From an optimization exercise on the open Yosys and OpenROAD flow, aimed at small area, a short achievable clock period and few clock cycles per item; shortcuts taken in it are not production practice. At most, simulation tests tie the RTL to the original design; equivalence was not proved. Power is estimated from default activity; no workload was simulated.

==> flow/design.v <==
module onp_calc(
    input clk,
    input rst,
    input [3:0] in_data,
    input wr_data,
    output [31:0] result,
    output result_ready
    );
    reg  [23:0] P;
    reg         ps;
    reg  [20:0] S;
    reg         szero;    
    reg   [1:0] nzc;      
    reg  [13:0] M;
    reg         ms;
    reg   [1:0] nic;      
    reg         pmul;     
    reg         rdy;
    reg         init;
    reg t_dig, t_pm, t_sub, t_mul, t_eq, t_lp, t_rp;
    reg x2, x4, x8, xs, y1, y2, yn;
    wire clr = rdy | init;
    wire tv  = t_dig | t_pm | t_mul | t_eq | t_lp | t_rp;
    reg [2:0] fst [0:4];
    wire inh = ~pmul;
    wire [2:0] ftop = fst[0];
    wire f_szero = ftop[2], f_inh = ftop[1], f_ms = ftop[0];
    integer i;
    always @(posedge clk)
        if (t_lp) begin
            fst[0] <= {szero, inh, ms};
            for (i = 1; i < 5; i = i + 1) fst[i] <= fst[i-1];
        end else if (t_rp) begin
            for (i = 0; i < 4; i = i + 1) fst[i] <= fst[i+1];
        end
    reg ps_nx, szero_nx;
    always @* begin
        ps_nx = ps;
        if (clr | t_rp | t_eq) ps_nx = 1'b0;
        else if (t_pm) ps_nx = ms ^ t_sub;
        szero_nx = szero;
        if (clr | t_lp) szero_nx = 1'b1;
        else if (t_pm) szero_nx = 1'b0;
        else if (t_rp) szero_nx = f_szero;
    end
    wire [3:0] d = in_data;
    wire w_dig = wr_data & ~(d[3] & (d[2] | d[1]));
    wire w_as  = wr_data & (d == 4'hA || d == 4'hB || d == 4'hD || d == 4'hF);
    always @(posedge clk) begin
        t_dig <= w_dig;
        t_pm  <= wr_data & (d == 4'hA || d == 4'hB);
        t_mul <= wr_data & (d == 4'hC);
        t_eq  <= wr_data & (d == 4'hD);
        t_lp  <= wr_data & (d == 4'hE);
        t_rp  <= wr_data & (d == 4'hF);
        x2 <= w_dig & (d == 4'd2 || d == 4'd3);
        x4 <= w_dig & (d == 4'd4 || d == 4'd5 || d == 4'd6);
        x8 <= w_dig & (d == 4'd7 || d == 4'd8 || d == 4'd9);
        xs <= w_as & ~szero_nx;
        y1 <= (w_dig & (d == 4'd1 || d == 4'd3 || d == 4'd5 || d == 4'd9)) | (w_as & ~ps_nx);
        y2 <= w_dig & (d == 4'd6);
        yn <= (w_dig & (d == 4'd7)) | (w_as & ps_nx);
    end
    always @(posedge clk)
        t_sub <= d[0];
    wire [23:0] X = ({24{x2}} & {P[22:0], 1'b0})
                  | ({24{x4}} & {P[21:0], 2'b0})
                  | ({24{x8}} & {P[20:0], 3'b0})
                  | ({24{xs}} & {{3{S[20]}}, S});
    wire [23:0] Y = ({24{y1}} & P)
                  | ({24{y2}} & {P[22:0], 1'b0})
                  | ({24{yn}} & ~P);
    wire [24:0] sum1 = {X, 1'b1} + {Y, yn};
    wire [23:0] sum = sum1[24:1];
    reg [13:0] s0;
    reg [7:0]  s1;
    reg [7:0]  msave;
    wire held   = (nzc != 2'd0);
    wire push_s = t_pm & szero & held;
    wire pop_s  = t_rp & ~szero & held;
    always @(posedge clk) begin
        if (push_s) begin
            s0 <= S[13:0];
            s1 <= s0[7:0];
        end else if (pop_s) begin
            s0 <= {{6{s1[7]}}, s1};
        end
        if (t_lp & ~inh) msave <= M[7:0];
    end
    always @(posedge clk or posedge rst)
        if (rst) begin
            rdy <= 1'b0;
            init <= 1'b1;
        end else begin
            init <= 1'b0;
            rdy <= t_eq;
        end
    always @(posedge clk) begin
        szero <= szero_nx;
        if (clr) begin
            nzc <= 2'd0;
            nic <= 2'd0;
            pmul <= 1'b0;
        end else if (tv) begin
            pmul <= t_mul;
            if (t_lp) begin
                if (~szero) nzc <= nzc + 2'd1;
                if (~inh) nic <= nic + 2'd1;
            end
            if (t_rp) begin
                if (~f_szero) nzc <= nzc - 2'd1;
                if (~f_inh) nic <= nic - 2'd1;
            end
        end
    end
    always @(posedge clk) begin
        ps <= ps_nx;
        if (clr) begin
            P <= 24'd1;
            S <= 21'd0;
            M <= 14'd1;
            ms <= 1'b0;
        end else begin
            if (t_dig | t_rp | t_eq) P <= sum;
            if (t_pm) begin
                S <= sum[20:0];
                P <= {{10{M[13]}}, M};
            end
            if (t_lp) begin
                if (~inh) M <= P[13:0];
                ms <= ps;
            end
            if (t_rp) begin
                if (~szero) S <= held ? {{7{s0[13]}}, s0} : 21'd0;
                ms <= f_ms;
                if (~f_inh) M <= (nic == 2'd1) ? 14'd1 : {{6{msave[7]}}, msave};
            end
        end
    end
    assign result = {{8{P[23]}}, P};
    assign result_ready = rdy;
endmodule
Settings: LEC_CHECK=0, CAP_MARGIN=20, CORE_MARGIN=2, CORE_UTILIZATION=40, CTS_BUF_LIST=sky130_fd_sc_hd__clkbuf_8, SLEW_MARGIN=20; clock period 9.0 ns.
standard.sh (not shown) runs the stock make flow with config.mk's settings and CLKGATE_MAP_FILE= SYNTH_SCRIPT=/design/flow/synth_recipe.tcl, a recipe that flattens the netlist after the stock synthesis.
==> flow/flow/run.sh <==
#!/bin/bash
set -euo pipefail
MARGIN=6.0
bash standard.sh synth > synth.log 2>&1
bash standard.sh SETUP_SLACK_MARGIN=$MARGIN "BUFFER_PORTS_ARGS=-buffer_cell sky130_fd_sc_hd__buf_1" finish > layout.log 2>&1
The first run produced a clean layout.
Testbench counts at the start, summed over its fixed seeds: cycles 30,450, exprs 2,400.
Then changed:
--- a/flow/design.v
+++ b/flow/design.v
@@ -15,13 +15,13 @@
     reg         ms;
     reg   [1:0] nic;      
     reg         pmul;     
     reg         rdy;
     reg         init;
     reg t_dig, t_pm, t_sub, t_mul, t_eq, t_lp, t_rp;
-    reg x2, x4, x8, xs, y1, y2, yn;
+    reg x4, x8, xs, y1, y2, yn;
     wire clr = rdy | init;
     wire tv  = t_dig | t_pm | t_mul | t_eq | t_lp | t_rp;
     reg [2:0] fst [0:4];
     wire inh = ~pmul;
     wire [2:0] ftop = fst[0];
     wire f_szero = ftop[2], f_inh = ftop[1], f_ms = ftop[0];
@@ -50,31 +50,53 @@
         t_dig <= w_dig;
         t_pm  <= wr_data & (d == 4'hA || d == 4'hB);
         t_mul <= wr_data & (d == 4'hC);
         t_eq  <= wr_data & (d == 4'hD);
         t_lp  <= wr_data & (d == 4'hE);
         t_rp  <= wr_data & (d == 4'hF);
-        x2 <= w_dig & (d == 4'd2 || d == 4'd3);
-        x4 <= w_dig & (d == 4'd4 || d == 4'd5 || d == 4'd6);
+        x4 <= w_dig & (d == 4'd3 || d == 4'd4 || d == 4'd5 || d == 4'd6);
         x8 <= w_dig & (d == 4'd7 || d == 4'd8 || d == 4'd9);
         xs <= w_as & ~szero_nx;
-        y1 <= (w_dig & (d == 4'd1 || d == 4'd3 || d == 4'd5 || d == 4'd9)) | (w_as & ~ps_nx);
-        y2 <= w_dig & (d == 4'd6);
-        yn <= (w_dig & (d == 4'd7)) | (w_as & ps_nx);
+        y1 <= (w_dig & (d == 4'd1 || d == 4'd5 || d == 4'd9)) | (w_as & ~ps_nx);
+        y2 <= w_dig & (d == 4'd2 || d == 4'd6);
+        yn <= (w_dig & (d == 4'd3 || d == 4'd7)) | (w_as & ps_nx);
     end
     always @(posedge clk)
         t_sub <= d[0];
-    wire [23:0] X = ({24{x2}} & {P[22:0], 1'b0})
-                  | ({24{x4}} & {P[21:0], 2'b0})
+    wire [23:0] X = ({24{x4}} & {P[21:0], 2'b0})
                   | ({24{x8}} & {P[20:0], 3'b0})
                   | ({24{xs}} & {{3{S[20]}}, S});
     wire [23:0] Y = ({24{y1}} & P)
                   | ({24{y2}} & {P[22:0], 1'b0})
                   | ({24{yn}} & ~P);
-    wire [24:0] sum1 = {X, 1'b1} + {Y, yn};
-    wire [23:0] sum = sum1[24:1];
+    wire [23:0] ag = X & Y, ap = X ^ Y;
+    reg  [23:0] cg, cp, ng, np;
+    integer lv, b;
+    always @* begin
+        cg = ag;
+        cp = ap;
+        cg[0] = ag[0] | (ap[0] & yn);
+        for (b = 1; b < 24; b = b + 2) begin
+            cg[b] = ag[b] | (ap[b] & cg[b-1]);
+            cp[b] = ap[b] & ap[b-1];
+        end
+        for (lv = 1; lv < 5; lv = lv + 1) begin
+            ng = cg;
+            np = cp;
+            for (b = 1; b < 24; b = b + 2)
+                if (b >= (1 << lv) + 1) begin
+                    ng[b] = cg[b] | (cp[b] & cg[b - (1 << lv)]);
+                    np[b] = cp[b] & cp[b - (1 << lv)];
+                end
+            cg = ng;
+            cp = np;
+        end
+        for (b = 2; b < 24; b = b + 2)
+            cg[b] = ag[b] | (ap[b] & cg[b-1]);
+    end
+    wire [23:0] sum = ap ^ {cg[22:0], yn};
     reg [13:0] s0;
     reg [7:0]  s1;
     reg [7:0]  msave;
     wire held   = (nzc != 2'd0);
     wire push_s = t_pm & szero & held;
     wire pop_s  = t_rp & ~szero & held;
What happened: Synthesized area is lower by 7.7%. Worst setup slack is worse by 0.48 ns. Die area is lower by 7.5%. Design area is higher by 0.80%. Critical path depth is higher by 15. Routed wire length is lower by 3.9%. Clock-buffer cell count does not change. First-iteration DRC count is unchanged. Non-clock buffer count is higher by 33. Clock power is higher by 14%. Cell count is lower by 3.8%. Power is higher by 4.2%. Combinational power is higher by about 3%. Synthesized cell count is lower by 9.8%.
For the second run of this note, only the layout was checked, not whether the RTL still works.

==> afterwards: timing with drivers on the ports <==
No port has a modelled driver above. Below, the same layouts with a new extraction and two added sets of constraints. Step 1 sets driving cells, clkbuf_16 on the clock port and buf_2 on the other inputs (assumed; they add their load-dependent delay and slew). Step 2, shift: input delay + t, output delay - t, t = (earliest + latest rising clock arrival at the registers) / 2. This alone moves slack from input paths to output paths. a / b / c = ideal / step 1 / step 2; a / b = the first two.
run	t, ns	slack for setup (ns)	hold slack, ns	pins driven straight from the clock port
the first run	0.489	6.036 / 5.997 / 6.112	0.451 / 0.451 / 0.451	1
the second run	0.498	5.555 / 5.555 / 5.555	0.403 / 0.403 / 0.403	1
After both steps setup and hold are still met in every run listed.
